This design comes from an exercise in tuning for small area, a short achievable clock period and few clock cycles on the open sky130 flow, not from production work. RTL that was checked went through simulation tests only; none was proved equivalent to the original. Function not checked in runs 3 to 5: the RTL went through the layout flow alone. Power figures rest on the tool's default switching activity, not on a simulated workload.

`design/flow/design.v`:
```
module adder(
    input  [31:0] a,
    input  [31:0] b,
    input         cin,
    output [31:0] sum,
    output        cout
);
    wire [31:0] p = a ^ b;
    wire [31:0] g = a & b;
    wire [31:0] g0 = {g[31:1], g[0] | (p[0] & cin)};
    wire [31:0] g1, p1, g2, p2, g3, p3, g4, p4, g5, p5;
    sklansky_level #(0) l0(.gi(g0), .pi(p),  .go(g1), .po(p1));
    sklansky_level #(1) l1(.gi(g1), .pi(p1), .go(g2), .po(p2));
    sklansky_level #(2) l2(.gi(g2), .pi(p2), .go(g3), .po(p3));
    sklansky_level #(3) l3(.gi(g3), .pi(p3), .go(g4), .po(p4));
    sklansky_level #(4) l4(.gi(g4), .pi(p4), .go(g5), .po(p5));
    assign sum  = p ^ {g5[30:0], cin};
    assign cout = g5[31];
endmodule
module sklansky_level #(parameter L = 0) (
    input  [31:0] gi,
    input  [31:0] pi,
    output [31:0] go,
    output [31:0] po
);
    genvar i;
    generate
        for (i = 0; i < 32; i = i + 1) begin : bt
            if ((i >> L) & 1) begin : comb
                localparam integer J = ((i >> L) << L) - 1;
                assign go[i] = gi[i] | (pi[i] & gi[J]);
                assign po[i] = pi[i] & pi[J];
            end else begin : pass
                assign go[i] = gi[i];
                assign po[i] = pi[i];
            end
        end
    endgenerate
endmodule
module alu(
    input clk,
    input rst,
    input start,
    input [31:0] A,
    input [31:0] B,
    input [2:0] ALUop,
    output reg [31:0] Result,
    output reg done
);
    reg        busy;    
    reg        a_lt_b;   
    reg  [4:0] cnt;     
    reg        abit;    
    wire mod_start = start & (ALUop == 3'd7) & ~busy;
    wire        inv   = busy | ~ALUop[0] | ALUop[1];
    wire        xsel  = ~busy | a_lt_b;
    wire [31:0] x     = xsel ? A : {Result[30:0], abit};
    wire [31:0] y     = inv ? ~B : B;
    wire [31:0] sum;
    wire        carry;                    
    adder add0(.a(x), .b(y), .cin(inv), .sum(sum), .cout(carry));
    wire        ge    = (Result[31] | carry) & ~a_lt_b;
    wire [31:0] bm;
    genvar k;
    generate
        for (k = 0; k < 32; k = k + 1) begin : smear
            assign bm[k] = |B[31:k];
        end
    endgenerate
    wire lt4  = &(~A[31:4]  | bm[28:1]);
    wire lt8  = &(~A[31:8]  | bm[24:1]);
    wire lt12 = &(~A[31:12] | bm[20:1]);
    wire lt16 = &(~A[31:16] | bm[16:1]);
    reg [31:0] r0;
    reg [4:0]  j0;
    reg        a0;
    always @(*) begin
        if (lt4)       begin r0 = {4'd0,  A[31:4]};  j0 = 5'd3;  a0 = A[3];  end
        else if (lt8)  begin r0 = {8'd0,  A[31:8]};  j0 = 5'd7;  a0 = A[7];  end
        else if (lt12) begin r0 = {12'd0, A[31:12]}; j0 = 5'd11; a0 = A[11]; end
        else if (lt16) begin r0 = {16'd0, A[31:16]}; j0 = 5'd15; a0 = A[15]; end
        else           begin r0 = 32'd0;             j0 = 5'd31; a0 = A[31]; end
    end
    wire        last = a_lt_b | (cnt == 5'd0);
    wire [4:0]  cnt_m1 = cnt - 5'd1;
    wire       op_sum  = ALUop[2] & (ALUop[1] ^ ALUop[0]);      
    wire       use_sum = busy ? ge : op_sum;
    reg [31:0] other;
    always @(*) begin
        if (busy)
            other = x;
        else case (ALUop)
            3'd0: other = A & B;
            3'd1: other = A | B;
            3'd2: other = A ^ B;
            3'd3: other = ~(A | B);
            3'd4: other = {31'd0, ~carry};
            default: other = r0;
        endcase
    end
    wire [31:0] res_next = use_sum ? sum : other;
    always @(posedge clk) begin
        Result <= res_next;
        if (busy) begin
            cnt  <= cnt_m1;
            abit <= A[cnt_m1];
        end else begin
            cnt  <= j0;
            abit <= a0;
            a_lt_b <= ~carry;
        end
        if (rst) begin
            busy <= 1'b0;
            done <= 1'b0;
        end else begin
            done <= busy & last;
            if (mod_start)
                busy <= 1'b1;
            else if (busy & last)
                busy <= 1'b0;
        end
    end
endmodule
```
`design/flow/flow/run.sh`:
```
#!/bin/bash
# The standard ORFS layout with two changes in how it is made (the clock
# period and all constraints stay those of the design):
#  - every port still gets a buffer, but a plain buf_1 instead of the
#    larger delay buffer buffer_ports picks by itself; the resizer upsizes
#    the ones on critical paths;
#  - repair_timing is asked to leave extra setup slack, so that it shortens
#    the paths that the 18 ns clock never pressures.
set -euo pipefail
bash standard.sh "BUFFER_PORTS_ARGS=-buffer_cell sky130_fd_sc_hd__buf_1" \
    SETUP_SLACK_MARGIN=11 finish > standard_flow.log 2>&1
```
`design/flow/standard.sh`:
```
#!/bin/bash
# synth_recipe.tcl (not shown) runs the flow's synth.tcl, then flattens the netlist and writes it again
# the make line also repeats each setting of config.mk as NAME=value (left out here)
make -C /OpenROAD-flow-scripts/flow DESIGN_CONFIG=/design/flow/config.mk WORK_HOME=/design/flow/orfs CLKGATE_MAP_FILE= SYNTH_SCRIPT=/design/flow/synth_recipe.tcl "${@:-finish}"
```
`design/flow/config.mk`:
```
export PLATFORM = sky130hd
export DESIGN_NAME = alu
export DESIGN_NICKNAME = alu
export VERILOG_FILES = /design/flow/design.v
export SDC_FILE = /design/flow/constraint.sdc
export NUM_CORES = 4
export LEC_CHECK = 0
export CAP_MARGIN = 20
export CORE_MARGIN = 2
export CORE_UTILIZATION = 50
export SLEW_MARGIN = 20
```
`design/flow/constraint.sdc`:
```
create_clock -name core_clock -period 18.0 [get_ports {clk}]
set_input_delay 3.6000 -clock core_clock [delete_from_list [all_inputs] [get_ports {clk}]]
set_output_delay 3.6000 -clock core_clock [all_outputs]
set_load 0.01 [all_outputs]
```
==> reports/results.ini, run 1 <==
[status]
status = no timing/DRC/antenna violations

[yosys]
syn-num-nets = 1228
seq_area_frac_synth = 0.107
synth_top_cell_by_area = ha_1
async_flop_share = 0
synth_flop_cell = dfxtp_1
synth_area_leaders = ha_1 16%, dfxtp_1 10%, o21ai_0 5.4%
synth_edf_count = 1
synth.yosys.warnings = 1
synthCells = 1053
synth.top_cell.area_share = 0.161
synth_cell_types = 80
syn-cell-area_sq_um = 7760
ys_seq_elements = 41
syn_avg_cell_area_sq_um = 7.37

[worst_setup_path]
crit_required_ns = 18.18
critPathKind = in2reg
cpPeakStageDelay_ns = 0.45
critPathSlowestCell = buf_1
cp_top_family = compound AO/OA/AOI/OAI gates
critPathCaptureType = flip-flop
crit_chain = buf_1 -> inv_1 -> o21ai_0 -> ha_1 -> nand4_1 -> or3_1 -> a211o_1 -> o2111ai_2 -> a31oi_4 -> a21oi_2 -> buf_12 -> nor2_1 -> a32o_1
critical_path_cell_count = 13
arrival_ns = 7.04
timing.critical_path.fanout_max = 34
reg2regPathDepth = 15
cp.buffers_inverters = 3
cp-start-kind = input port

[cells_and_area]
areaGrowthSynthToFinish_pct = 10.2
multi_input_area_sq_um = 6390
seq_area_sq_um = 831
final_common_cell = buf_1
final-instance-count-excl-fill = 1306
fillCellCount = 1549
fin_nets = 1292
n_antenna_cell = 0
final_layout_size_suffix_gt1_frac = 0.0805
final_area_sq_um = 8550
final_cell_mix = 101 x buf_1, 98 x ha_1, 96 x nand2_1

[clock_tree]
clkSinkCount = 41
cts-buffers-inserted = 5
cts_tree = done
cts_buffer_depth = 2
cts_max_level = 2
clk_pin_slew_ns = 0.07
worstSkewPairLatency_ns = 0.30
cts_root_buf = clkbuf_16
ctsHoldBuffers = 0
post_cts_buffers = 0

[detailed_routing]
first_pass_iters = 6
num_vias = 8646
antenna_left = 0
routedWlPerCell_um = 23.5
routed_via_density = 6.62
routed_wl_mm = 30.7
drt_first_iter_violations = 913
drt_drc_violations_left = 0

[placed_design]
dp.final_hpwl_mm = 22.7
dp_slack_ns = 10.07
portBuffers = 102
gp_congestion = 0.959
placed_area_sq_um = 8270
dp_cells = 1298

[grt]
grt-ovfl-total = 0
grt_max_degree = 64
grt.total_usage = 0.374
antenna_found_initial = 0
grt_pass1_vias = 8059
grt_pass1_wl_mm = 47.3

[floorplan]
die_y_um = 129
dieArea_sq_um = 16500
fp-row-count = 45
core_area_sq_um = 15200
die_x_um = 129
start_util = 0.510
ioPinCount = 103

[pwr]
irDropWorstVdd_mv = 0.0333
power.total_w = 0.000506
p_int_w = 0.000288
powerDensity_nw_per_um2 = 59.2
pwr-share-clk = 0.248
seqPwrFrac = 0.244
comb_power_share = 0.509
switching_share = 0.430
p_switching_w = 0.000218
leakage_nw = 3.38

[sta]
fmax_ghz = 0.146
fin_crit_ns = 6.86
worst_slew_pin_slew_ns = 1.11
fin_ws_ns = 11.14
rsz0062_at_grt = no
skew_ns = 0.0113
setup_tns_ns = 0
slew_viol_final = 0
relSlewSlack = 0.253
hold_viol = 0
fin_crit_sh = 0.381
finalSetupViolations = 0

[min_path]
hold_path.class = reg2reg
holdPathStages = 2

[job]
maxCapViolCount = 0

[synth_stat cells, types with 14 or more instances]
cell type / n
ha_1: 100
nand2_1: 96
o21ai_0: 84
inv_1: 83
a21oi_1: 80
nor2_1: 80
clkbuf_1: 41
xnor2_1: 41
dfxtp_1: 40
nor3_1: 32
nand3_1: 26
a221oi_1: 22
a31oi_1: 19
a221o_1: 16
buf_2: 15
nor2b_1: 15
a211oi_1: 14
nor4_1: 14
[sequential cells by signal (all words and copies together) (netlist names)]
register / count
busy: 1
cnt: 5
a_lt_b: 1
done: 1
abit: 1
Result: 32
[path summary, 6_finish.rpt]
kind | startpoint | to | slack, ns
hold reg to reg | cnt[4]$_DFF_P_ | cnt[4]$_DFF_P_ | 0.63
hold / removal | cnt[4]$_DFF_P_ | cnt[4]$_DFF_P_ | 0.63
setup reg to reg | busy$_SDFFE_PP0P_ | Result[17]$_DFF_P_ | 13.45
setup / recovery | A[23] | Result[17]$_DFF_P_ | 11.14
[cell type report]
class,count,share of cell area
Sequential cell,41,0.0972
Clock buffer,5,0.0146
Inverter,83,0.0364
Multi-Input combinational cell,860,0.747
Tap cell,188,0.0275
Timing Repair Buffer,126,0.0695
Clock inverter,3,0.00761
[timing repair]
| action | 4_1_cts | 5_1_grt |
|---|---|---|
| gates resized for setup | 9 | 13 |
| endpoints found under the hold margin | 0 | 0 |
| setup endpoints to repair | 32 | 30 |
| pin swaps | 0 | 1 |
[kinds of logic (layout without fill, tap and decap cells)]
| logic type | after synthesis | after routing | synth area share |
|---|---|---|---|
| flops | 41 | 41 | 0.107 |
| compound gates | 350 | 350 | 0.312 |
| xor+xnor | 53 | 53 | 0.0598 |
| buf+inv | 152 | 217 | 0.0803 |
| simple gates | 330 | 330 | 0.222 |
| mux | 22 | 22 | 0.0448 |
| fa+ha+maj | 105 | 105 | 0.174 |
[tightest hold or removal path, delay by kind of cell (launching register included)]
| kind | cells | cell delay [ns] |
|---|---|---|
| AOI/OAI and AO/OA | 1 | 0.14 |
| xor gates and xnor gates | 1 | 0.10 |
| DFF | 1 | 0.35 |
[metal layers]
layer / track usage / part of all wire / up-vias
met5: 0 / 0 / -
met1: 0.529 / 0.44 / 4089
met3: 0.0723 / 0.10 / 68
li1: - / - / 4043
met4: 0.118 / 0.028 / 0
met2: 0.575 / 0.43 / 446
[power groups by stage]
| stage | Sequential [W] | Combinational (W) | Clock (W) |
|---|---|---|---|
| 2_1_floorplan | 0.000129 | 0.000161 | 0 |
| 6_report | 0.000123 | 0.000258 | 0.000125 |
| 5_1_grt | 0.000125 | 0.000283 | 0.000128 |
| 3_3_place_gp | 0.000125 | 0.000246 | 0 |
| 4_1_cts | 0.000123 | 0.000250 | 0.000126 |
| 3_5_place_dp | 0.000125 | 0.000246 | 0 |
[through the flow]
stage / hold slack [ns] / util
floorplan: 0.565 / -
global placement: 0.609 / 0.544
detailed placement: 0.598 / 0.544
CTS: 0.625 / 0.559
global route: 0.705 / 0.562
finish: 0.626 / 0.562
Testbench counts, summed over its fixed seeds: cycles 4,341.
==> run 2: changes to the inputs <==
--- a/design/flow/config.mk
+++ b/design/flow/config.mk
@@ -7,5 +7,5 @@
 export LEC_CHECK = 0
 export CAP_MARGIN = 20
 export CORE_MARGIN = 2
-export CORE_UTILIZATION = 50
+export CORE_UTILIZATION = 40
 export SLEW_MARGIN = 20
==> reports/results.ini, run 2 <==
[status]
status = no timing/DRC/antenna violations

[placed_design]
placed_area_sq_um = 8340
portBuffers = 102
dp.final_hpwl_mm = 23.4
gp_congestion = 0.998

[worst_setup_path]
cp-start-kind = input port
reg2regPathDepth = 17
critPathKind = in2reg
critPathCaptureType = flip-flop
timing.critical_path.fanout_max = 8
crit_required_ns = 18.19
arrival_ns = 7.05
r2r_slack_ns = 13.21

[sta]
slew_viol_final = 0
worst_slew_pin_slew_ns = 1.08
skew_ns = 0.00677
fmax_ghz = 0.146
fin_crit_ns = 6.85
fin_crit_sh = 0.381
hold_viol = 0
setup_tns_ns = 0
rsz0062_at_grt = no
finalSetupViolations = 0
relSlewSlack = 0.280

[detailed_routing]
num_vias = 8862
drt_first_iter_violations = 804
routed_via_density = 6.43
antenna_left = 0
drt_drc_violations_left = 0
routedWlPerCell_um = 23.3
first_pass_iters = 5
routed_wl_mm = 32.1

[grt]
antenna_found_initial = 0
grt-ovfl-total = 0
grt.busiest_layer = met2
use_met2 = 0.483
grt.total_usage = 0.308
grt_pass1_wl_mm = 48.6
grt_util_met1 = 0.433
grt_pass1_vias = 8361
grtUsageMet3 = 0.0526
grt_max_degree = 64

[yosys]
seq_area_frac_synth = 0.107
synth_common_cells = 100 x ha_1, 96 x nand2_1, 84 x o21ai_0
yosysMostFrequentCell = ha_1
synth_area_leaders = ha_1 16%, dfxtp_1 10%, o21ai_0 5.4%
synthCells = 1053
synth.yosys.warnings = 1
syn-num-nets = 1228
syn-cell-area_sq_um = 7760
async_flop_share = 0
syn_avg_cell_area_sq_um = 7.37
synth_edf_count = 1
synth_flop_cell = dfxtp_1
ys_seq_elements = 41
synth_top_cell_by_area = ha_1
synth_cell_types = 80
synth.top_cell.area_share = 0.161

[cells_and_area]
biggestRegsByFlops = Result: 32 flops, cnt: 5 flops
areaGrowthSynthToFinish_pct = 11.1
n_antenna_cell = 0
final_area_sq_um = 8620
largest_reg_flops = 32
final_layout_size_suffix_gt1_frac = 0.0813
final_common_cell = buf_1
utilization = 0.456
top_register = Result
fin_nets = 1293
final_cell_mix = 101 x buf_1, 99 x ha_1, 96 x nand2_1

[floorplan]
die_y_um = 143
ioPinCount = 103
fp-row-count = 50
dieArea_sq_um = 20500
start_util = 0.411
die_x_um = 143
core_area_sq_um = 18900

[clock_tree]
clkSinkCount = 41
cts_tree = done
cts_root_buf = clkbuf_16
worstSkewPairLatency_ns = 0.30
clk_pin_slew_ns = 0.07
cts_buffer_depth = 2
cts-buffers-inserted = 5
cts_max_level = 2

[pwr]
powerDensity_nw_per_um2 = 56.7
irDropWorstVdd_mv = 0.0372
leakage_nw = 3.36

[min_path]
holdPathStages = 2
hold_path.class = reg2reg

[job]
maxCapViolCount = 0

==> run 2: final cells by class <==
| cell class | count | area, sq um |
|---|---|---|
| inverters | 83 | 312 |
| flip-flops and latches | 41 | 831 |
| repair buffers | 126 | 589 |
| clock buffers | 8 | 146 |
| multi-input cells | 861 | 6410 |
| fillers | 2024 | 10300 |
| well taps | 260 | 325 |
==> run 2: stage by stage <==
step	hold slack, ns	std cells	total power, W	setup slack, ns
2_1_floorplan	0.565	1053	0.000289	11.03
5_1_grt	0.703	1379	0.000517	11.02
4_1_cts	0.625	1375	0.000478	11.03
3_5_place_dp	0.602	1366	0.000375	9.93
6_report	0.633	1379	0.000489	11.15
3_3_place_gp	0.599	1366	0.000372	10.08
==> run 2: cell families (layout without fill, tap and decap cells) <==
| kind of cell | after synthesis | after routing | synth area share |
|---|---|---|---|
| buffers and inverters | 152 | 217 | 0.0803 |
| AND/OR/NAND/NOR | 330 | 330 | 0.222 |
| multiplexers | 22 | 22 | 0.0448 |
| XOR/XNOR | 53 | 53 | 0.0598 |
| adder cells (fa/ha/maj) | 105 | 105 | 0.174 |
| flip-flops | 41 | 41 | 0.107 |
| AO/OA/AOI/OAI | 350 | 351 | 0.312 |
==> run 2: power breakdown <==
group	switching, W	total, W	internal (W)
Combinational	0.000164	0.000264	0.000100
Sequential	0.0000145	0.000124	0.000110
Clock	0.0000449	0.000101	0.0000557
Total	0.000223	0.000489	0.000266
==> run 2: routing by layer <==
layer,up-vias,part of all wire,wire length [um]
met1,4162,0.42,13400
met3,90,0.11,3640
met5,-,0,0
met4,0,0.033,1070
met2,564,0.44,14000
li1,4046,-,-
==> run 2: what timing repair did <==
item,CTS,global route
gates resized for setup,9,13
pin swaps,1,1
hold buffers,0,0
cloned,0,2
endpoints found under the setup margin,32,28
setup buffers,1,2
==> run 2: final timing paths <==
path / to / start
worst max register to register: Result[0]$_DFF_P_ / busy$_SDFFE_PP0P_
worst max-delay path: Result[0]$_DFF_P_ / A[26]
worst min register to register: cnt[4]$_DFF_P_ / cnt[4]$_DFF_P_
worst min-delay path: cnt[4]$_DFF_P_ / cnt[4]$_DFF_P_
==> run 2: worst max-delay path, stage by stage <==
cell	delay [ns]
buf_1	0.51
inv_1	0.32
o21ai_0	0.31
ha_1	0.35
o21ai_0	0.24
o21ai_0	0.16
a21oi_1	0.19
o2111ai_2	0.23
a31oi_4	0.32
o21ai_0	0.17
o311a_1	0.30
o32a_1	0.32
==> run 3: changes to the inputs <==
--- a/design/flow/design.v
+++ b/design/flow/design.v
@@ -52,13 +52,12 @@
     reg  [4:0] cnt;     
     reg        abit;    
     wire mod_start = start & (ALUop == 3'd7) & ~busy;
-    wire        inv   = busy | ~ALUop[0] | ALUop[1];
     wire        xsel  = ~busy | a_lt_b;
     wire [31:0] x     = xsel ? A : {Result[30:0], abit};
-    wire [31:0] y     = inv ? ~B : B;
-    wire [31:0] sum;
-    wire        carry;                    
-    adder add0(.a(x), .b(y), .cin(inv), .sum(sum), .cout(carry));
+    wire [31:0] sum, add_sum;
+    wire        carry, add_cout;              
+    adder sub0(.a(x), .b(~B), .cin(1'b1), .sum(sum), .cout(carry));
+    adder add0(.a(A), .b(B),  .cin(1'b0), .sum(add_sum), .cout(add_cout));
     wire        ge    = (Result[31] | carry) & ~a_lt_b;
     wire [31:0] bm;
     genvar k;
@@ -83,8 +82,8 @@
     end
     wire        last = a_lt_b | (cnt == 5'd0);
     wire [4:0]  cnt_m1 = cnt - 5'd1;
-    wire       op_sum  = ALUop[2] & (ALUop[1] ^ ALUop[0]);      
-    wire       use_sum = busy ? ge : op_sum;
+    wire       use_add = ~busy & (ALUop == 3'd5);
+    wire       use_sum = busy ? ge : (ALUop == 3'd6);
     reg [31:0] other;
     always @(*) begin
         if (busy)
@@ -98,7 +97,7 @@
             default: other = r0;
         endcase
     end
-    wire [31:0] res_next = use_sum ? sum : other;
+    wire [31:0] res_next = use_sum ? sum : use_add ? add_sum : other;
     always @(posedge clk) begin
         Result <= res_next;
         if (busy) begin
--- a/design/flow/flow/run.sh
+++ b/design/flow/flow/run.sh
@@ -8,4 +8,4 @@
 #    the paths that the 18 ns clock never pressures.
 set -euo pipefail
 bash standard.sh "BUFFER_PORTS_ARGS=-buffer_cell sky130_fd_sc_hd__buf_1" \
-    SETUP_SLACK_MARGIN=11 finish > standard_flow.log 2>&1
+    SETUP_SLACK_MARGIN=11.5 finish > standard_flow.log 2>&1
==> reports/results.ini, run 3 <==
[clock_tree]
cts_root_buf = clkbuf_16
cts_buffer_depth = 2
clkSinkCount = 41
cts_max_level = 2
cts-buffers-inserted = 5
ctsHoldBuffers = 0
worstSkewPairLatency_ns = 0.31
cts_tree = done
clk_pin_slew_ns = 0.07

[grt]
grt_pass1_wl_mm = 56.1
grt_util_met1 = 0.443
antenna_found_initial = 1
grt-ovfl-total = 0
grt_pass1_vias = 9554
grt_max_degree = 74
grt.busiest_layer = met2
grt.total_usage = 0.321
use_met2 = 0.482
grtUsageMet3 = 0.0789

[pwr]
irDropWorstVdd_mv = 0.0297
comb_power_share = 0.554
p_switching_w = 0.000221
switching_share = 0.457
p_int_w = 0.000262
powerDensity_nw_per_um2 = 48.3
leakage_nw = 4.18
pwr-share-clk = 0.204
power.total_w = 0.000483
seqPwrFrac = 0.242

[sta]
hold_viol = 0
slew_viol_final = 0
skew_ns = 0.00374
rsz0062_at_grt = yes
finalSetupViolations = 0
fin_crit_sh = 0.361
worst_slew_pin_slew_ns = 0.975
setup_tns_ns = 0
hold-worst-slack_ns = 0.656
relSlewSlack = 0.341
fmax_ghz = 0.154
fin_crit_ns = 6.50

[cells_and_area]
largest_reg_flops = 32
final-instance-count-excl-fill = 1583
biggestRegsByFlops = Result: 32 flops, cnt: 5 flops
final_area_sq_um = 10000
final_layout_size_suffix_gt1_frac = 0.140
fin_nets = 1484
final_common_cell = nand2_1
top_register = Result
final_cell_mix = 133 x nand2_1, 115 x o21ai_0, 102 x inv_1
areaGrowthSynthToFinish_pct = 15.5

[worst_setup_path]
crit_required_ns = 18.20
arrival_ns = 6.70
timing.critical_path.fanout_max = 30
r2r_start = busy$_SDFFE_PP0P_
critPathCaptureType = flip-flop
cp-start-kind = input port
startpoint = A[29]
critPathKind = in2reg

[detailed_routing]
num_vias = 10400
routedWlPerCell_um = 23.6
drt_drc_violations_left = 0
antenna_left = 0
routed_wl_mm = 37.3
first_pass_iters = 6
routed_via_density = 6.59
drt_first_iter_violations = 1224

[yosys]
synthCells = 1227
yosysMostFrequentCell = nand2_1
syn_avg_cell_area_sq_um = 7.06
synth_flop_cell = dfxtp_1
synth.yosys.warnings = 1
synth_common_cells = 133 x nand2_1, 128 x o21ai_0, 110 x inv_1
syn-cell-area_sq_um = 8660
ys_seq_elements = 41
async_flop_share = 0
seq_area_frac_synth = 0.0959
synth_top_cell_by_area = ha_1
synth_cell_types = 84
syn-num-nets = 1404
synth_area_leaders = ha_1 14%, dfxtp_1 9.2%, o21ai_0 7.4%
synth.top_cell.area_share = 0.140
synth_edf_count = 1

[floorplan]
die_y_um = 151
dieArea_sq_um = 22900
core_area_sq_um = 21200
die_x_um = 151
fp-row-count = 53
start_util = 0.410
ioPinCount = 103

[status]
status = no timing/DRC/antenna violations

[placed_design]
dp.final_hpwl_mm = 27.8
placed_area_sq_um = 9250
dp_cells = 1547
portBuffers = 102
gp_congestion = 0.988

[min_path]
min_from = cnt[4]$_DFF_P_
hold_path.class = reg2reg

[job]
maxCapViolCount = 0

## run 3: changes by cell type in the layout (fill, tap and decap cells not counted), sizes merged, moves of 7 or more
cell and change:
a21oi +10, mux2i +22, a221o -9, o21ai +44, xnor2 -10, nand4 +10, clkbuf +17, o2111ai +7
o31ai +15, nand2 +37, inv +26
## run 3: through the flow
step / worst slack [ns] / utilization
floorplan: 11.54 / -
finish: 11.50 / 0.473
detailed placement: 10.35 / 0.437
CTS: 11.51 / 0.455
global placement: 10.44 / 0.437
global route: 11.45 / 0.473
## run 3: metal layers
metal	vias up	wire length, um
li1	4707	-
met1	4915	15500
met2	701	15900
met3	116	4550
met4	0	1360
met5	-	0
## run 3: power groups by stage
stage | combinational, W | clock, W | sequential (W)
6_report | 0.000268 | 0.0000986 | 0.000117
5_1_grt | 0.000290 | 0.000102 | 0.000118
4_1_cts | 0.000251 | 0.0000989 | 0.000117
3_5_place_dp | 0.000243 | 0 | 0.000119
3_3_place_gp | 0.000243 | 0 | 0.000118
2_1_floorplan | 0.000161 | 0 | 0.000121
## run 3: cell type report
class	instances	area, sq um
Fill cell	2137	11100
Multi-Input combinational cell	999	7430
Timing Repair Buffer	150	842
Sequential cell	41	831
Inverter	110	419
Tap cell	275	344
Clock buffer	7	143
Antenna cell	1	2.50
## run 3: path summary, 6_finish.rpt
| check | slack (ns) | cells after the start | endpoint |
|---|---|---|---|
| worst max register to register | 12.57 | 19 | Result[9]$_DFF_P_ |
| worst max-delay path | 11.50 | 10 | Result[2]$_DFF_P_ |
| worst min register to register | 0.66 | 2 | cnt[4]$_DFF_P_ |
| worst min-delay path | 0.66 | 2 | cnt[4]$_DFF_P_ |
## run 3: cell families (layout without fill, tap and decap cells)
| family | after synthesis | after routing | synth area share |
|---|---|---|---|
| xor gates and xnor gates | 45 | 45 | 0.0455 |
| muxes | 42 | 42 | 0.0630 |
| other | 0 | 1 | 0 |
| and+or+nand+nor | 367 | 367 | 0.218 |
| adders and majority gates | 107 | 107 | 0.163 |
| buffers and inverters | 187 | 267 | 0.0842 |
| AOI/OAI and AO/OA | 438 | 438 | 0.330 |
| DFF | 41 | 41 | 0.0959 |
## run 3: worst max-delay path, cell delays in order
cell and delay [ns]:
clkbuf_2 0.23, nor2b_1 0.20, o21ai_0 0.44, a21boi_0 0.29, a211o_1 0.31, or4_4 0.72
nor2_2 0.34, a21oi_1 0.12, o31a_1 0.14, o31ai_1 0.28
## run 3: timing repair
action	4_1_cts	5_1_grt
endpoints found under the setup margin	33	31
pin swaps	7	20
setup buffers	10	17
resized for setup	52	78
cloned	0	1
hold endpoints to repair	0	0
==> run 4: changes to the inputs <==
==> design/flow/design.v (replaced) <==
module alu(
    input clk,
    input rst,
    input start,
    input [31:0] A,
    input [31:0] B,
    input [2:0] ALUop,
    output reg [31:0] Result,
    output reg done
);
    reg        busy;    
    reg        a_lt_b;   
    reg  [4:0] cnt;     
    reg        abit;    
    wire mod_start = start & (ALUop == 3'd7) & ~busy;
    wire        inv   = busy | ~ALUop[0] | ALUop[1];
    wire        xsel  = ~busy | a_lt_b;
    wire [31:0] x     = xsel ? A : {Result[30:0], abit};
    wire [31:0] y     = inv ? ~B : B;
    wire [31:0] sum;
    wire        carry;                    
    assign {carry, sum} = {1'b0, x} + {1'b0, y} + {32'd0, inv};
    wire        ge    = (Result[31] | carry) & ~a_lt_b;
    wire [31:0] bm;
    genvar k;
    generate
        for (k = 0; k < 32; k = k + 1) begin : smear
            assign bm[k] = |B[31:k];
        end
    endgenerate
    wire lt4  = &(~A[31:4]  | bm[28:1]);
    wire lt8  = &(~A[31:8]  | bm[24:1]);
    wire lt12 = &(~A[31:12] | bm[20:1]);
    wire lt16 = &(~A[31:16] | bm[16:1]);
    reg [31:0] r0;
    reg [4:0]  j0;
    reg        a0;
    always @(*) begin
        if (lt4)       begin r0 = {4'd0,  A[31:4]};  j0 = 5'd3;  a0 = A[3];  end
        else if (lt8)  begin r0 = {8'd0,  A[31:8]};  j0 = 5'd7;  a0 = A[7];  end
        else if (lt12) begin r0 = {12'd0, A[31:12]}; j0 = 5'd11; a0 = A[11]; end
        else if (lt16) begin r0 = {16'd0, A[31:16]}; j0 = 5'd15; a0 = A[15]; end
        else           begin r0 = 32'd0;             j0 = 5'd31; a0 = A[31]; end
    end
    wire        last = a_lt_b | (cnt == 5'd0);
    wire [4:0]  cnt_m1 = cnt - 5'd1;
    wire       op_sum  = ALUop[2] & (ALUop[1] ^ ALUop[0]);      
    wire       use_sum = busy ? ge : op_sum;
    reg [31:0] other;
    always @(*) begin
        if (busy)
            other = x;
        else case (ALUop)
            3'd0: other = A & B;
            3'd1: other = A | B;
            3'd2: other = A ^ B;
            3'd3: other = ~(A | B);
            3'd4: other = {31'd0, ~carry};
            default: other = r0;
        endcase
    end
    wire [31:0] res_next = use_sum ? sum : other;
    always @(posedge clk) begin
        Result <= res_next;
        if (busy) begin
            cnt  <= cnt_m1;
            abit <= A[cnt_m1];
        end else begin
            cnt  <= j0;
            abit <= a0;
            a_lt_b <= ~carry;
        end
        if (rst) begin
            busy <= 1'b0;
            done <= 1'b0;
        end else begin
            done <= busy & last;
            if (mod_start)
                busy <= 1'b1;
            else if (busy & last)
                busy <= 1'b0;
        end
    end
endmodule
--- a/design/flow/flow/run.sh
+++ b/design/flow/flow/run.sh
@@ -8,4 +8,4 @@
 #    the paths that the 18 ns clock never pressures.
 set -euo pipefail
 bash standard.sh "BUFFER_PORTS_ARGS=-buffer_cell sky130_fd_sc_hd__buf_1" \
-    SETUP_SLACK_MARGIN=11.5 finish > standard_flow.log 2>&1
+    SETUP_SLACK_MARGIN=11 finish > standard_flow.log 2>&1
==> reports/results.ini, run 4 <==
[worst_setup_path]
crit_required_ns = 18.18
critPathCaptureType = flip-flop
critPathSlowestCell = a2111oi_0
cp_top_family = compound AO/OA/AOI/OAI gates
cp_common_cell = a21oi_1
cpPeakStageDelay_ns = 0.82
crit_chain = buf_1 -> inv_1 -> a21oi_1 -> o21ai_0 -> a2111oi_0 -> a211oi_1 -> and3_1 -> buf_4 -> a221o_1 -> a221oi_1 -> a21oi_1
cp-start-kind = input port
arrival_ns = 7.05
critPathKind = in2reg
timing.critical_path.fanout_max = 25
cp.buffers_inverters = 3

[yosys]
synth_edf_count = 1
synthCells = 1053
synth_area_leaders = ha_1 16%, dfxtp_1 10%, a21oi_1 6.8%
yosysMostFrequentCell = a21oi_1
syn_avg_cell_area_sq_um = 7.31
syn-num-nets = 1225
syn-cell-area_sq_um = 7690
async_flop_share = 0
synth.yosys.warnings = 1
synth_cell_types = 79
synth.top_cell.area_share = 0.164
seq_area_frac_synth = 0.108
ys_seq_elements = 41
synth_flop_cell = dfxtp_1
synth_top_cell_by_area = ha_1
synth_common_cells = 105 x a21oi_1, 101 x ha_1, 96 x o21ai_0

[clock_tree]
cts_buffer_depth = 2
cts_root_buf = clkbuf_16
cts_tree = done
worstSkewPairLatency_ns = 0.31
cts_max_level = 2
clk_pin_slew_ns = 0.07
ctsHoldBuffers = 0
clkSinkCount = 41
cts-buffers-inserted = 5

[cells_and_area]
multi_input_area_sq_um = 6390
final_cell_mix = 104 x a21oi_1, 100 x ha_1, 95 x buf_1
n_antenna_cell = 0
final_common_cell = a21oi_1
fin_nets = 1283
final_layout_size_suffix_gt1_frac = 0.0890
largest_reg_flops = 32
fillCellCount = 1936
seq_area_sq_um = 831
areaGrowthSynthToFinish_pct = 11.1
biggestRegsByFlops = Result: 32 flops, cnt: 5 flops
top_register = Result

[placed_design]
dp.final_hpwl_mm = 22.1
portBuffers = 102
gp_congestion = 1.03

[grt]
grt-ovfl-total = 0
grt_max_degree = 40
grt.total_usage = 0.296
antenna_found_initial = 0
grt_pass1_wl_mm = 46.2
grt_pass1_vias = 7953

[detailed_routing]
routed_wl_mm = 30.8
routed_via_density = 6.44
antenna_left = 0
drt_drc_violations_left = 0
first_pass_iters = 6
drt_first_iter_violations = 943
routedWlPerCell_um = 22.9
num_vias = 8671

[sta]
finalSetupViolations = 0
hold_viol = 0
skew_ns = 0.0133
worst_slew_pin_slew_ns = 1.01
setup_tns_ns = 0
slew_viol_final = 0
fin_crit_ns = 6.87
rsz0062_at_grt = no
fmax_ghz = 0.146
fin_crit_sh = 0.381
hold-worst-slack_ns = 0.650
relSlewSlack = 0.328

[pwr]
power.total_w = 0.000509
irDropWorstVdd_mv = 0.0314
leakage_nw = 3.48
powerDensity_nw_per_um2 = 59.6

[floorplan]
die_x_um = 143
core_area_sq_um = 18800
dieArea_sq_um = 20400
start_util = 0.410
ioPinCount = 103
die_y_um = 143
fp-row-count = 50

[job]
maxCapViolCount = 0

[status]
status = no timing/DRC/antenna violations

[min_path]
hold_path.class = reg2reg

[run 4: metal layers]
metal,vias up,track usage,share of wire
met3,70,0.0590,0.092
met2,456,0.461,0.45
met4,0,0.103,0.033
met5,-,0,0
li1,4029,-,-
met1,4116,0.406,0.43
[run 4: cells by family after synthesis]
kind of cell,synth area share
AND/OR/NAND/NOR,0.184
buffers and inverters,0.0774
XOR/XNOR,0.0683
multiplexers,0.0520
AO/OA/AOI/OAI,0.343
flip-flops,0.108
adder cells (fa/ha/maj),0.167
[run 4: where the power goes]
part           internal (W)  total, W  switching [W]
clock network     0.0000641  0.000110      0.0000464
registers          0.000110  0.000123      0.0000127
logic              0.000107  0.000276       0.000168
total              0.000282  0.000509       0.000227
[run 4: path summary, 6_finish.rpt]
path,startpoint,to,slack (ns),depth (start not counted)
setup / recovery,A[27],Result[21]$_DFF_P_,11.13,11
hold / removal,cnt[4]$_DFF_P_,cnt[4]$_DFF_P_,0.65,2
setup reg to reg,busy$_SDFFE_PP0P_,Result[25]$_DFF_P_,13.30,14
hold reg to reg,cnt[4]$_DFF_P_,cnt[4]$_DFF_P_,0.65,2
[run 4: worst min-delay path: stages (launching register included)]
cell,delay [ns]
dfxtp_1,0.36
xor2_1,0.12
mux2i_1,0.13
[run 4: final cells by class]
class / count / area share
Multi-Input combinational cell: 864 / 0.748
Sequential cell: 41 / 0.0972
Timing Repair Buffer: 124 / 0.0681
Tap cell: 234 / 0.0343
Inverter: 75 / 0.0329
Clock buffer: 8 / 0.0196
[run 4: through the flow]
stage	setup slack [ns]	util	instances	instance area, sq um
global placement	9.57	0.438	1334	8230
detailed placement	9.44	0.438	1334	8230
finish	11.13	0.455	1346	8540
floorplan	11.05	-	1053	7690
CTS	10.94	0.450	1344	8440
global route	11.00	0.455	1346	8540
[run 4: repair_timing]
action,CTS,global route
buffers inserted,2,1
gates cloned,0,1
pin swaps,2,4
setup endpoints to repair,33,32
endpoints found under the hold margin,0,0
resized for setup,8,23
==> run 5: changes to the inputs <==
--- a/design/flow/design.v
+++ b/design/flow/design.v
@@ -1,3 +1,105 @@
+module adder(
+    input  [31:0] a,
+    input  [31:0] b,
+    input         cin,
+    output [31:0] sum,
+    output        cout
+);
+    wire [31:0] p  = a ^ b;
+    wire [31:0] g  = a & b;
+    wire [31:0] g0 = {g[31:1], g[0] | (p[0] & cin)};
+    wire gg0 = g0[1] | (p[1] & g0[0]);
+    wire pp0 = p[1] & p[0];
+    wire gg1 = g0[3] | (p[3] & g0[2]);
+    wire pp1 = p[3] & p[2];
+    wire gg2 = g0[5] | (p[5] & g0[4]);
+    wire pp2 = p[5] & p[4];
+    wire gg3 = g0[7] | (p[7] & g0[6]);
+    wire pp3 = p[7] & p[6];
+    wire gg4 = g0[9] | (p[9] & g0[8]);
+    wire pp4 = p[9] & p[8];
+    wire gg5 = g0[11] | (p[11] & g0[10]);
+    wire pp5 = p[11] & p[10];
+    wire gg6 = g0[13] | (p[13] & g0[12]);
+    wire pp6 = p[13] & p[12];
+    wire gg7 = g0[15] | (p[15] & g0[14]);
+    wire pp7 = p[15] & p[14];
+    wire gg8 = g0[17] | (p[17] & g0[16]);
+    wire pp8 = p[17] & p[16];
+    wire gg9 = g0[19] | (p[19] & g0[18]);
+    wire pp9 = p[19] & p[18];
+    wire gg10 = g0[21] | (p[21] & g0[20]);
+    wire pp10 = p[21] & p[20];
+    wire gg11 = g0[23] | (p[23] & g0[22]);
+    wire pp11 = p[23] & p[22];
+    wire gg12 = g0[25] | (p[25] & g0[24]);
+    wire pp12 = p[25] & p[24];
+    wire gg13 = g0[27] | (p[27] & g0[26]);
+    wire pp13 = p[27] & p[26];
+    wire gg14 = g0[29] | (p[29] & g0[28]);
+    wire pp14 = p[29] & p[28];
+    wire gg15 = g0[31] | (p[31] & g0[30]);
+    wire pp15 = p[31] & p[30];
+    wire gg16 = gg1 | (pp1 & gg0);
+    wire pp16 = pp1 & pp0;
+    wire gg17 = gg3 | (pp3 & gg2);
+    wire pp17 = pp3 & pp2;
+    wire gg18 = gg5 | (pp5 & gg4);
+    wire pp18 = pp5 & pp4;
+    wire gg19 = gg7 | (pp7 & gg6);
+    wire pp19 = pp7 & pp6;
+    wire gg20 = gg9 | (pp9 & gg8);
+    wire pp20 = pp9 & pp8;
+    wire gg21 = gg11 | (pp11 & gg10);
+    wire pp21 = pp11 & pp10;
+    wire gg22 = gg13 | (pp13 & gg12);
+    wire pp22 = pp13 & pp12;
+    wire gg23 = gg15 | (pp15 & gg14);
+    wire pp23 = pp15 & pp14;
+    wire gg24 = gg17 | (pp17 & gg16);
+    wire pp24 = pp17 & pp16;
+    wire gg25 = gg19 | (pp19 & gg18);
+    wire pp25 = pp19 & pp18;
+    wire gg26 = gg21 | (pp21 & gg20);
+    wire pp26 = pp21 & pp20;
+    wire gg27 = gg23 | (pp23 & gg22);
+    wire pp27 = pp23 & pp22;
+    wire gg28 = gg25 | (pp25 & gg24);
+    wire pp28 = pp25 & pp24;
+    wire gg29 = gg27 | (pp27 & gg26);
+    wire pp29 = pp27 & pp26;
+    wire gg30 = gg29 | (pp29 & gg28);
+    wire pp30 = pp29 & pp28;
+    wire gg31 = gg26 | (pp26 & gg28);
+    wire gg32 = gg18 | (pp18 & gg24);
+    wire gg33 = gg20 | (pp20 & gg28);
+    wire gg34 = gg22 | (pp22 & gg31);
+    wire gg35 = gg2 | (pp2 & gg16);
+    wire gg36 = gg4 | (pp4 & gg24);
+    wire gg37 = gg6 | (pp6 & gg32);
+    wire gg38 = gg8 | (pp8 & gg28);
+    wire gg39 = gg10 | (pp10 & gg33);
+    wire gg40 = gg12 | (pp12 & gg31);
+    wire gg41 = gg14 | (pp14 & gg34);
+    wire gg42 = g0[2] | (p[2] & gg0);
+    wire gg43 = g0[4] | (p[4] & gg16);
+    wire gg44 = g0[6] | (p[6] & gg35);
+    wire gg45 = g0[8] | (p[8] & gg24);
+    wire gg46 = g0[10] | (p[10] & gg36);
+    wire gg47 = g0[12] | (p[12] & gg32);
+    wire gg48 = g0[14] | (p[14] & gg37);
+    wire gg49 = g0[16] | (p[16] & gg28);
+    wire gg50 = g0[18] | (p[18] & gg38);
+    wire gg51 = g0[20] | (p[20] & gg33);
+    wire gg52 = g0[22] | (p[22] & gg39);
+    wire gg53 = g0[24] | (p[24] & gg31);
+    wire gg54 = g0[26] | (p[26] & gg40);
+    wire gg55 = g0[28] | (p[28] & gg34);
+    wire gg56 = g0[30] | (p[30] & gg41);
+    wire [31:0] c = {gg30, gg56, gg41, gg55, gg34, gg54, gg40, gg53, gg31, gg52, gg39, gg51, gg33, gg50, gg38, gg49, gg28, gg48, gg37, gg47, gg32, gg46, gg36, gg45, gg24, gg44, gg35, gg43, gg16, gg42, gg0, g0[0]};
+    assign sum  = p ^ {c[30:0], cin};
+    assign cout = c[31];
+endmodule
 module alu(
     input clk,
     input rst,
@@ -19,7 +121,7 @@
     wire [31:0] y     = inv ? ~B : B;
     wire [31:0] sum;
     wire        carry;                    
-    assign {carry, sum} = {1'b0, x} + {1'b0, y} + {32'd0, inv};
+    adder add0(.a(x), .b(y), .cin(inv), .sum(sum), .cout(carry));
     wire        ge    = (Result[31] | carry) & ~a_lt_b;
     wire [31:0] bm;
     genvar k;
==> reports/results.ini, run 5 <==
[yosys]
synth.top_cell.area_share = 0.166
synth_area_leaders = ha_1 17%, dfxtp_1 11%, a21oi_1 5.4%
seq_area_frac_synth = 0.110
synth.yosys.warnings = 1
synthCells = 996
syn-cell-area_sq_um = 7540
synth_flop_cell = dfxtp_1
synth_common_cells = 100 x ha_1, 91 x nand2_1, 82 x a21oi_1
synth_cell_types = 73
async_flop_share = 0
ys_seq_elements = 41
synth_top_cell_by_area = ha_1
synth_edf_count = 1
syn-num-nets = 1182
yosysMostFrequentCell = ha_1
syn_avg_cell_area_sq_um = 7.57

[detailed_routing]
first_pass_iters = 5
routedWlPerCell_um = 23.9
drt_drc_violations_left = 0
routed_wl_mm = 31.1
routed_via_density = 6.40
drt_first_iter_violations = 882
antenna_left = 0
num_vias = 8358

[cells_and_area]
n_antenna_cell = 0
largest_reg_flops = 32
final_area_sq_um = 8560
top_register = Result
fin_nets = 1256
final_layout_size_suffix_gt1_frac = 0.120
areaGrowthSynthToFinish_pct = 13.5
final_common_cell = ha_1
utilization = 0.461
biggestRegsByFlops = Result: 32 flops, cnt: 5 flops
final_cell_mix = 99 x ha_1, 91 x nand2_1, 90 x buf_1

[worst_setup_path]
critPathCaptureType = flip-flop
arrival_ns = 7.12
r2r_slack_ns = 12.38
cp-start-kind = input port
crit_required_ns = 18.21
timing.critical_path.fanout_max = 28
critPathKind = in2reg

[floorplan]
fp-row-count = 50
dieArea_sq_um = 20000
core_area_sq_um = 18600
die_x_um = 141
start_util = 0.406
die_y_um = 141
ioPinCount = 103

[sta]
fin_crit_ns = 6.91
relSlewSlack = 0.398
slew_viol_final = 0
setup_tns_ns = 0
hold_viol = 0
fin_crit_sh = 0.384
skew_ns = 0.0175
fmax_ghz = 0.145
finalSetupViolations = 0
worst_slew_pin_slew_ns = 0.902
rsz0062_at_grt = yes
hold-worst-slack_ns = 0.658

[grt]
grt_pass1_wl_mm = 46.3
grt_max_degree = 46
grt-ovfl-total = 0
antenna_found_initial = 0
grt.total_usage = 0.302
grt_pass1_vias = 7711

[pwr]
pwr-share-clk = 0.199
power.total_w = 0.000495
switching_share = 0.448
p_switching_w = 0.000222
irDropWorstVdd_mv = 0.0434
comb_power_share = 0.544
leakage_nw = 3.66
p_int_w = 0.000273
powerDensity_nw_per_um2 = 57.8
seqPwrFrac = 0.257

[placed_design]
portBuffers = 102
placed_area_sq_um = 8050
dp.final_hpwl_mm = 22.2
gp_congestion = 0.994

[clock_tree]
clkSinkCount = 41
cts_max_level = 2
cts_tree = done
cts-buffers-inserted = 5
cts_buffer_depth = 2
clk_pin_slew_ns = 0.08
ctsHoldBuffers = 0
cts_root_buf = clkbuf_16
worstSkewPairLatency_ns = 0.31

[status]
status = no timing/DRC/antenna violations

[min_path]
hold_path.class = reg2reg

[job]
maxCapViolCount = 0

-- run 5: changes by cell type in the layout (fill, tap and decap cells not counted), sizes merged, moves of 14 or more --
| cell | previous run | this run |
|---|---|---|
| fa | 1 | 16 |
| nand2 | 71 | 91 |
| o211ai | 10 | 24 |
| a21oi | 105 | 82 |
| o21ai | 103 | 52 |
| a31oi | 20 | 35 |
-- run 5: final timing paths --
kind | from | endpoint | cells after the start
hold reg to reg | cnt[4]$_DFF_P_ | cnt[4]$_DFF_P_ | 2
setup / recovery | B[20] | Result[21]$_DFF_P_ | 10
setup reg to reg | busy$_SDFFE_PP0P_ | Result[15]$_DFF_P_ | 19
hold / removal | cnt[4]$_DFF_P_ | cnt[4]$_DFF_P_ | 2
-- run 5: power by group through the flow --
stage | Combinational (W) | Clock, W | Sequential (W)
floorplan | 0.000155 | 0 | 0.000132
global placement | 0.000242 | 0 | 0.000130
detailed placement | 0.000243 | 0 | 0.000129
CTS | 0.000256 | 0.0000981 | 0.000127
global route | 0.000291 | 0.000102 | 0.000129
finish | 0.000269 | 0.0000984 | 0.000127
-- run 5: area by class of cell --
| cell class | count | area [sq um] |
|---|---|---|
| clock buffer | 5 | 125 |
| clock inverter | 3 | 22.5 |
| fill | 1957 | 10000 |
| inverter | 81 | 304 |
| multi-input combinational | 804 | 6250 |
| sequential | 41 | 831 |
| tap | 234 | 293 |
| timing repair buffer | 137 | 731 |
-- run 5: per-stage QoR --
stage / worst slack [ns] / instances
global route: 10.96 / 1305
floorplan: 11.01 / 996
global placement: 9.68 / 1281
CTS: 11.00 / 1300
detailed placement: 9.61 / 1281
finish: 11.09 / 1305
-- run 5: worst max-delay path, stage by stage --
cell and delay (ns):
buf_1 0.48, nor4_1 0.18, and4_4 0.27, a222oi_1 0.63, nand4_4 0.49, or2_1 0.36
buf_4 0.25, a311o_1 0.39, a22o_1 0.18, mux2_2 0.26
-- run 5: timing repair --
| action | 4_1_cts | 5_1_grt |
|---|---|---|
| resized for setup | 23 | 36 |
| setup buffers | 10 | 5 |
| cloned | 1 | 0 |
| endpoints found under the setup margin | 32 | 32 |
| pin swaps | 6 | 13 |
-- run 5: kinds of logic (layout without fill, tap and decap cells) --
family,Yosys count,count (layout),share of synthesized area
XOR/XNOR,50,50,0.0581
AND/OR/NAND/NOR,286,286,0.186
buffers and inverters,151,226,0.0838
adder cells (fa/ha/maj),116,116,0.209
multiplexers,48,48,0.0827
AO/OA/AOI/OAI,304,304,0.271
flip-flops,41,41,0.110
-- run 5: per-layer routing --
layer / wire [um] / global-route usage / up-vias
li1: - / - / 3790
met1: 13000 / 0.421 / 3996
met2: 14100 / 0.474 / 490
met3: 2950 / 0.0472 / 82
met4: 1090 / 0.111 / 0
met5: 0 / 0 / -

[re-timing with driven ports]
How much do the figures lean on ideal ports? The routed layouts below were timed once more, with nothing changed but the port constraints. Step 1 (the two cells are an assumption about what drives the block):
set clk [get_ports {clk}]
set_driving_cell -lib_cell sky130_fd_sc_hd__clkbuf_16 $clk
set_driving_cell -lib_cell sky130_fd_sc_hd__buf_2 [delete_from_list [all_inputs] $clk]
Step 2, shift: input delay + t, output delay - t, t = (earliest + latest rising clock arrival at the registers) / 2. This alone moves slack from input paths to output paths. Three values: ideal, step 1, step 2; two values: the first two.
run | t (ns) | setup slack, ns | worst register clock-pin slew, ns | worst slew at a driven data input, ns
run 1 | 0.342 | 11.142 / 11.162 / 10.820 | 0.07 / 0.07 | 0.03
run 2 | 0.346 | 11.146 / 11.152 / 10.806 | 0.07 / 0.07 | 0.04
run 3 | 0.350 | 11.496 / 11.520 / 11.170 | 0.07 / 0.07 | 0.05
run 4 | 0.345 | 11.135 / 11.150 / 10.805 | 0.08 / 0.08 | 0.05
run 5 | 0.347 | 11.092 / 11.109 / 10.763 | 0.08 / 0.08 | 0.04
After both steps setup and hold are still met in every run listed. The setup slack of run 2, which loses most, moves by +0.006 ns with the drivers and by -0.340 ns with both steps.
